What follows belongs to an exercise in optimizing a design on an open flow for a short achievable clock period and few clock cycles; a production flow would make more cautious choices.
Function was checked by simulation only, so behaviour that the tests miss may differ from the original.
No activity file was given, so power comes from the tool's default toggle rates.

==> inputs of run a <==
// CPU_RV32I
module CPU_RV32I (
    input  logic        clk,
    input  logic        reset,
    input  logic [31:0] instrCode,
    output logic [31:0] instrMemAddr,
    output logic        busWe,
    output logic [31:0] busAddr,
    output logic [31:0] busWData,
    input  logic [31:0] busRData,
    output logic        transfer,
    input  logic        ready
);
    localparam int QN = 4;            
    localparam int QW = 2;
    logic [31:0] pc;                  
    logic        btb_v;
    logic [31:2] btb_pc;
    logic [31:0] btb_tgt;
    logic        v_d;
    logic [31:0] ir, pc_d, pc4_d, immx_d, immbj_d;
    logic [31:1] s1_d, s2_d;          
    logic        pf_d, dpred_d, fjal_d;
    logic        jr_pend;             
    logic [31:0] jt;
    logic [31:12] phi_p1_d, phi_m1_d;  
    logic        r_d, i_d, l_d, s_d, b_d, lui_d, aui_d, jal_d, jalr_d;
    logic        v_e;
    logic [31:0] a_e, bx_e, sd_e, alt_e;
    logic [31:0] ax_e, bxx_e;         
    logic [ 4:0] rd_e;
    logic        wr_e, ld_e, st_e, jalr_e, sub_e, arith_e;
    logic        c_eq, c_ne, c_lt, c_ge, c_ltu, c_geu;
    logic        r_sum, r_slt, r_sltu, r_xor, r_or, r_and, r_sll, r_sr, r_link;
    logic        v_w;
    logic [ 4:0] rd_w;
    logic [31:0] res_w;
    logic [QN-1:0]       qv, qwe, qrdv;
    logic [QN-1:0][4:0]  qrd;
    logic [QN-1:0][31:0] qaddr, qwdata;
    logic [QW-1:0]       qh, qt;
    logic [QW:0]         qc;
    logic                b_rdv;
    logic [ 4:0]         b_rd;
    logic        ldv;
    logic [ 4:0] ld_rd;
    logic [31:0] ldr;
    assign instrMemAddr = pc;
    logic [31:0] rfv[1:31];
    logic [31:1] wsel, lsel;          
    genvar gi;
    generate
        for (gi = 1; gi < 32; gi++) begin : g_rf
            logic [31:0] r;
            always_ff @(posedge clk) begin
                if (wsel[gi]) r <= res_w;
                else if (lsel[gi]) r <= ldr;
            end
  ...
Settings: LEC_CHECK=0, CAP_MARGIN=20, CORE_MARGIN=2, CORE_UTILIZATION=30, PLACE_DENSITY=0.5, SETUP_SLACK_MARGIN=4.5, SLEW_MARGIN=20; clock period 8.0 ns.
run.sh (not shown) runs the stock make flow with config.mk's settings and CLKGATE_MAP_FILE= SYNTH_SCRIPT=/design/flow/synth_recipe.tcl, a recipe that flattens the netlist after the stock synthesis.
==> run b: changes against run a <==
--- a/flow/design.v
+++ b/flow/design.v
@@ -175,10 +175,17 @@
                          ({32{sA_R}} & rf1) | ({32{sA_P}} & pc_d);
     wire [31:0] b_pre = ({32{sB_E & r_sum}} & sum) | ({32{sB_E & ~r_sum}} & res_other) | ({32{sB_W}} & res_w) | ({32{sB_L}} & ldr) |
                         ({32{sB_R}} & rf2) | ({32{sB_I}} & immx_d) | ({32{sB_J}} & immbj_d);
     wire [31:0] bx_next = b_pre ^ {32{sub_d}};
     wire aux_d = b_d | ((r_d | i_d) & (f3 != 3'b000));
+    wire [31:0] ax_next = ({32{sA_E & r_sum & aux_d}} & sum) | ({32{sA_E & ~r_sum & aux_d}} & res_other) |
+                          ({32{sA_W & aux_d}} & res_w) | ({32{sA_L & aux_d}} & ldr) |
+                          ({32{sA_R & aux_d}} & rf1) | ({32{sA_P & aux_d}} & pc_d);
+    wire [31:0] bxx_next = (({32{sB_E & r_sum & aux_d}} & sum) | ({32{sB_E & ~r_sum & aux_d}} & res_other) |
+                            ({32{sB_W & aux_d}} & res_w) | ({32{sB_L & aux_d}} & ldr) |
+                            ({32{sB_R & aux_d}} & rf2) | ({32{sB_I & aux_d}} & immx_d) |
+                            ({32{sB_J & aux_d}} & immbj_d)) ^ {32{sub_d & aux_d}};
     wire [31:0] sd_next = ({32{sS_E & r_sum}} & sum) | ({32{sS_E & ~r_sum}} & res_other) | ({32{sS_W}} & res_w) | ({32{sS_L}} & ldr) |
                           ({32{sS_R}} & rf2);
     wire d_go = v_d & ~hold_d;                   
     wire f_take = ~v_d | d_go;                   
     wire dredir = d_go & (dpred_d ^ pf_d);
@@ -259,12 +266,12 @@
         else v_e <= e_in;
     end
     always_ff @(posedge clk) begin
         a_e     <= a_next;
         bx_e    <= bx_next;
-        ax_e    <= a_next & {32{aux_d}};
-        bxx_e   <= bx_next & {32{aux_d}};
+        ax_e    <= ax_next;
+        bxx_e   <= bxx_next;
         sd_e    <= sd_next;
         alt_e   <= (b_d & ~ir[31]) ? tgt_d : pc4_d;
         rd_e    <= rd;
         wr_e    <= wrd;
         ld_e    <= l_d;
Settings changed: SETUP_SLACK_MARGIN 4.5 to 5.
==> run c: changes against run a <==
--- a/flow/design.v
+++ b/flow/design.v
@@ -25,11 +25,10 @@
     logic [31:0] jt;
     logic [31:12] phi_p1_d, phi_m1_d;  
     logic        r_d, i_d, l_d, s_d, b_d, lui_d, aui_d, jal_d, jalr_d;
     logic        v_e;
     logic [31:0] a_e, bx_e, sd_e, alt_e;
-    logic [31:0] ax_e, bxx_e;         
     logic [ 4:0] rd_e;
     logic        wr_e, ld_e, st_e, jalr_e, sub_e, arith_e;
     logic        c_eq, c_ne, c_lt, c_ge, c_ltu, c_geu;
     logic        r_sum, r_slt, r_sltu, r_xor, r_or, r_and, r_sll, r_sr, r_link;
     logic        v_w;
@@ -45,18 +44,17 @@
     logic        ldv;
     logic [ 4:0] ld_rd;
     logic [31:0] ldr;
     assign instrMemAddr = pc;
     logic [31:0] rfv[1:31];
-    logic [31:1] wsel, lsel;          
     genvar gi;
     generate
         for (gi = 1; gi < 32; gi++) begin : g_rf
             logic [31:0] r;
             always_ff @(posedge clk) begin
-                if (wsel[gi]) r <= res_w;
-                else if (lsel[gi]) r <= ldr;
+                if (v_w && rd_w == gi) r <= res_w;
+                else if (ldv && ld_rd == gi) r <= ldr;
             end
             assign rfv[gi] = r;
         end
     endgenerate
     wire [6:0] f_opc = instrCode[6:0];
@@ -93,22 +91,22 @@
         pend = (pe_v && rd_e == x) || (pb_v && b_rd == x);
         for (int i = 0; i < QN; i++) if (qv[i] && qrdv[i] && qrd[i] == x) pend = 1'b1;
     endfunction
     wire qroom = ({1'b0, qc} + {{QW{1'b0}}, v_e & (ld_e | st_e)}) < QN;
     wire hold_d = v_d & ((use1 & pend(rs1)) | (use2 & pend(rs2)) | (wrd & pend(rd)) | (mem_d & ~qroom));
-    wire [32:0] sum33 = {a_e, 1'b1} + {bx_e, sub_e};
-    wire [31:0] sum = sum33[32:1];
-    wire [31:0] cb = ~bxx_e;
+    wire [32:0] sum33 = {1'b0, a_e} + {1'b0, bx_e} + {32'b0, sub_e};
+    wire [31:0] sum = sum33[31:0];
+    wire [31:0] cb = ~bx_e;
     logic ltu;
     always_comb begin
         logic [31:0] l0, e0;
         logic [15:0] l1, e1;
         logic [7:0] l2, e2;
         logic [3:0] l3, e3;
         logic [1:0] l4, e4;
-        l0 = ~ax_e & cb;
-        e0 = ~(ax_e ^ cb);
+        l0 = ~a_e & cb;
+        e0 = ~(a_e ^ cb);
         for (int i = 0; i < 16; i++) begin
             l1[i] = l0[2*i+1] | (e0[2*i+1] & l0[2*i]);
             e1[i] = e0[2*i+1] & e0[2*i];
         end
         for (int i = 0; i < 8; i++) begin
@@ -123,16 +121,16 @@
             l4[i] = l3[2*i+1] | (e3[2*i+1] & l3[2*i]);
             e4[i] = e3[2*i+1] & e3[2*i];
         end
         ltu = l4[1] | (e4[1] & l4[0]);
     end
-    wire lt = (ax_e[31] != cb[31]) ? ax_e[31] : ltu;
-    wire eq = &(ax_e ^ bxx_e);
-    wire [31:0] sll = ax_e << bxx_e[4:0];
-    wire [31:0] srx = 32'($signed({arith_e & ax_e[31], ax_e}) >>> bxx_e[4:0]);
-    wire [31:0] res_other = ({32{r_xor}} & (ax_e ^ bxx_e)) | ({32{r_or}} & (ax_e | bxx_e)) |
-                            ({32{r_and}} & (ax_e & bxx_e)) | ({32{r_sll}} & sll) | ({32{r_sr}} & srx) |
+    wire lt = (a_e[31] != cb[31]) ? a_e[31] : ltu;
+    wire eq = &(a_e ^ bx_e);
+    wire [31:0] sll = a_e << bx_e[4:0];
+    wire [31:0] srx = 32'($signed({arith_e & a_e[31], a_e}) >>> bx_e[4:0]);
+    wire [31:0] res_other = ({32{r_xor}} & (a_e ^ bx_e)) | ({32{r_or}} & (a_e | bx_e)) |
+                            ({32{r_and}} & (a_e & bx_e)) | ({32{r_sll}} & sll) | ({32{r_sr}} & srx) |
                             ({32{r_link}} & alt_e) | {31'b0, (r_slt & lt) | (r_sltu & ltu)};
     wire [31:0] alu_res = r_sum ? sum : res_other;
     wire redir_br = v_e & ((c_eq & eq) | (c_ne & ~eq) | (c_lt & lt) | (c_ge & ~lt) | (c_ltu & ltu) | (c_geu & ~ltu));
     wire redir_jr = v_e & jalr_e;
     wire redir_e = redir_br | redir_jr;
@@ -169,17 +167,16 @@
     wire sB_J = fjal_d;
     wire sS_E = byp2;
     wire sS_W = ~byp2 & wb2;
     wire sS_L = ~byp2 & ~wb2 & lb2;
     wire sS_R = ~byp2 & ~wb2 & ~lb2;
-    wire [31:0] a_next = ({32{sA_E & r_sum}} & sum) | ({32{sA_E & ~r_sum}} & res_other) | ({32{sA_W}} & res_w) | ({32{sA_L}} & ldr) |
+    wire [31:0] a_next = ({32{sA_E}} & alu_res) | ({32{sA_W}} & res_w) | ({32{sA_L}} & ldr) |
                          ({32{sA_R}} & rf1) | ({32{sA_P}} & pc_d);
-    wire [31:0] b_pre = ({32{sB_E & r_sum}} & sum) | ({32{sB_E & ~r_sum}} & res_other) | ({32{sB_W}} & res_w) | ({32{sB_L}} & ldr) |
+    wire [31:0] b_pre = ({32{sB_E}} & alu_res) | ({32{sB_W}} & res_w) | ({32{sB_L}} & ldr) |
                         ({32{sB_R}} & rf2) | ({32{sB_I}} & immx_d) | ({32{sB_J}} & immbj_d);
     wire [31:0] bx_next = b_pre ^ {32{sub_d}};
-    wire aux_d = b_d | ((r_d | i_d) & (f3 != 3'b000));
-    wire [31:0] sd_next = ({32{sS_E & r_sum}} & sum) | ({32{sS_E & ~r_sum}} & res_other) | ({32{sS_W}} & res_w) | ({32{sS_L}} & ldr) |
+    wire [31:0] sd_next = ({32{sS_E}} & alu_res) | ({32{sS_W}} & res_w) | ({32{sS_L}} & ldr) |
                           ({32{sS_R}} & rf2);
     wire d_go = v_d & ~hold_d;                   
     wire f_take = ~v_d | d_go;                   
     wire dredir = d_go & (dpred_d ^ pf_d);
     wire [4:0] n_rs1 = f_take ? instrCode[19:15] : ir[19:15];
@@ -259,12 +256,10 @@
         else v_e <= e_in;
     end
     always_ff @(posedge clk) begin
         a_e     <= a_next;
         bx_e    <= bx_next;
-        ax_e    <= a_next & {32{aux_d}};
-        bxx_e   <= bx_next & {32{aux_d}};
         sd_e    <= sd_next;
         alt_e   <= (b_d & ~ir[31]) ? tgt_d : pc4_d;
         rd_e    <= rd;
         wr_e    <= wrd;
         ld_e    <= l_d;
@@ -294,21 +289,10 @@
     end
     always_ff @(posedge clk) begin
         rd_w  <= rd_e;
         res_w <= alu_res;
     end
-    always_ff @(posedge clk, posedge reset) begin
-        if (reset) begin
-            wsel <= '0;
-            lsel <= '0;
-        end else begin
-            for (int i = 1; i < 32; i++) begin
-                wsel[i] <= v_e & wr_e & ~ld_e & (rd_e == i[4:0]);
-                lsel[i] <= transfer & ready & b_rdv & (b_rd == i[4:0]);
-            end
-        end
-    end
     wire q_empty = (qc == '0);
     wire bfree = ~transfer | ready;
     wire pop = bfree & ~q_empty;
     wire push = mem_e & ~(bfree & q_empty);
     always_ff @(posedge clk, posedge reset) begin
==> summary.txt <==
quantity	run b	run a	run c
Global-route wire length before repair	754.9 mm	724.6 mm	692.2 mm
Switching power as a share of total power	35.74%	35.10%	35.82%
Largest net degree at the start of global routing	65	85	119
Placed wire-length estimate	340.0 mm	327.3 mm	305.1 mm
GRT Util Overall	31.05%	30.27%	29.61%
Synthesized net count	8455	8359	7962
Period utilisation layout	42.71%	46.20%	46.27%
Share of post-route cells with drive strength above 1	38.66%	29.51%	29.40%
Power share of the clock group	29.0%	30.5%	29.2%
Sequential Power	16.3 mW	16.0 mW	15.5 mW
Initial antenna violation count	36	37	46
Run status	complete, no violations	complete, no violations	complete, no violations
Compound-gate portion of the synthesized area	13.71%	13.37%	14.27%
Testbench counts of run a, summed over its fixed seeds: cycles 51,571.
Testbench counts of run b, summed over its fixed seeds: cycles 51,571.
Testbench counts of run c, summed over its fixed seeds: cycles 51,571.

## separate check: timing with driven ports
How much do the figures lean on ideal ports? The routed layouts below were timed once more, with nothing changed but the port constraints. Step 1 assumes that a clkbuf_16 drives the clock port and a buf_2 every other input. Step 2 moves the port delays by t, midway between the first and last clock arrival at a register: inputs arrive t later, outputs are due t later. That takes back most of the time a late clock gives input paths. Slacks: no drivers / after step 1 / after step 2; pairs: no drivers / after step 1.
run | t (ns) | slack for setup (ns) | hold slack, ns | clock arrival spread, ns | worst data-port slew with drivers (ns)
run a | 1.056 | 4.304 / 4.304 / 3.683 | 0.420 / 0.420 / 0.420 | 0.123 / 0.124 | 0.22
run b | 1.037 | 4.583 / 4.583 / 3.936 | 0.411 / 0.411 / 0.411 | 0.096 / 0.096 | 0.06
run c | 1.019 | 4.298 / 4.298 / 3.738 | 0.426 / 0.426 / 0.426 | 0.138 / 0.138 | 0.12
After both steps every run listed still meets setup and hold. The setup slack of run b, which loses most, moves by 0.000 ns with the drivers and by -0.647 ns with both steps.
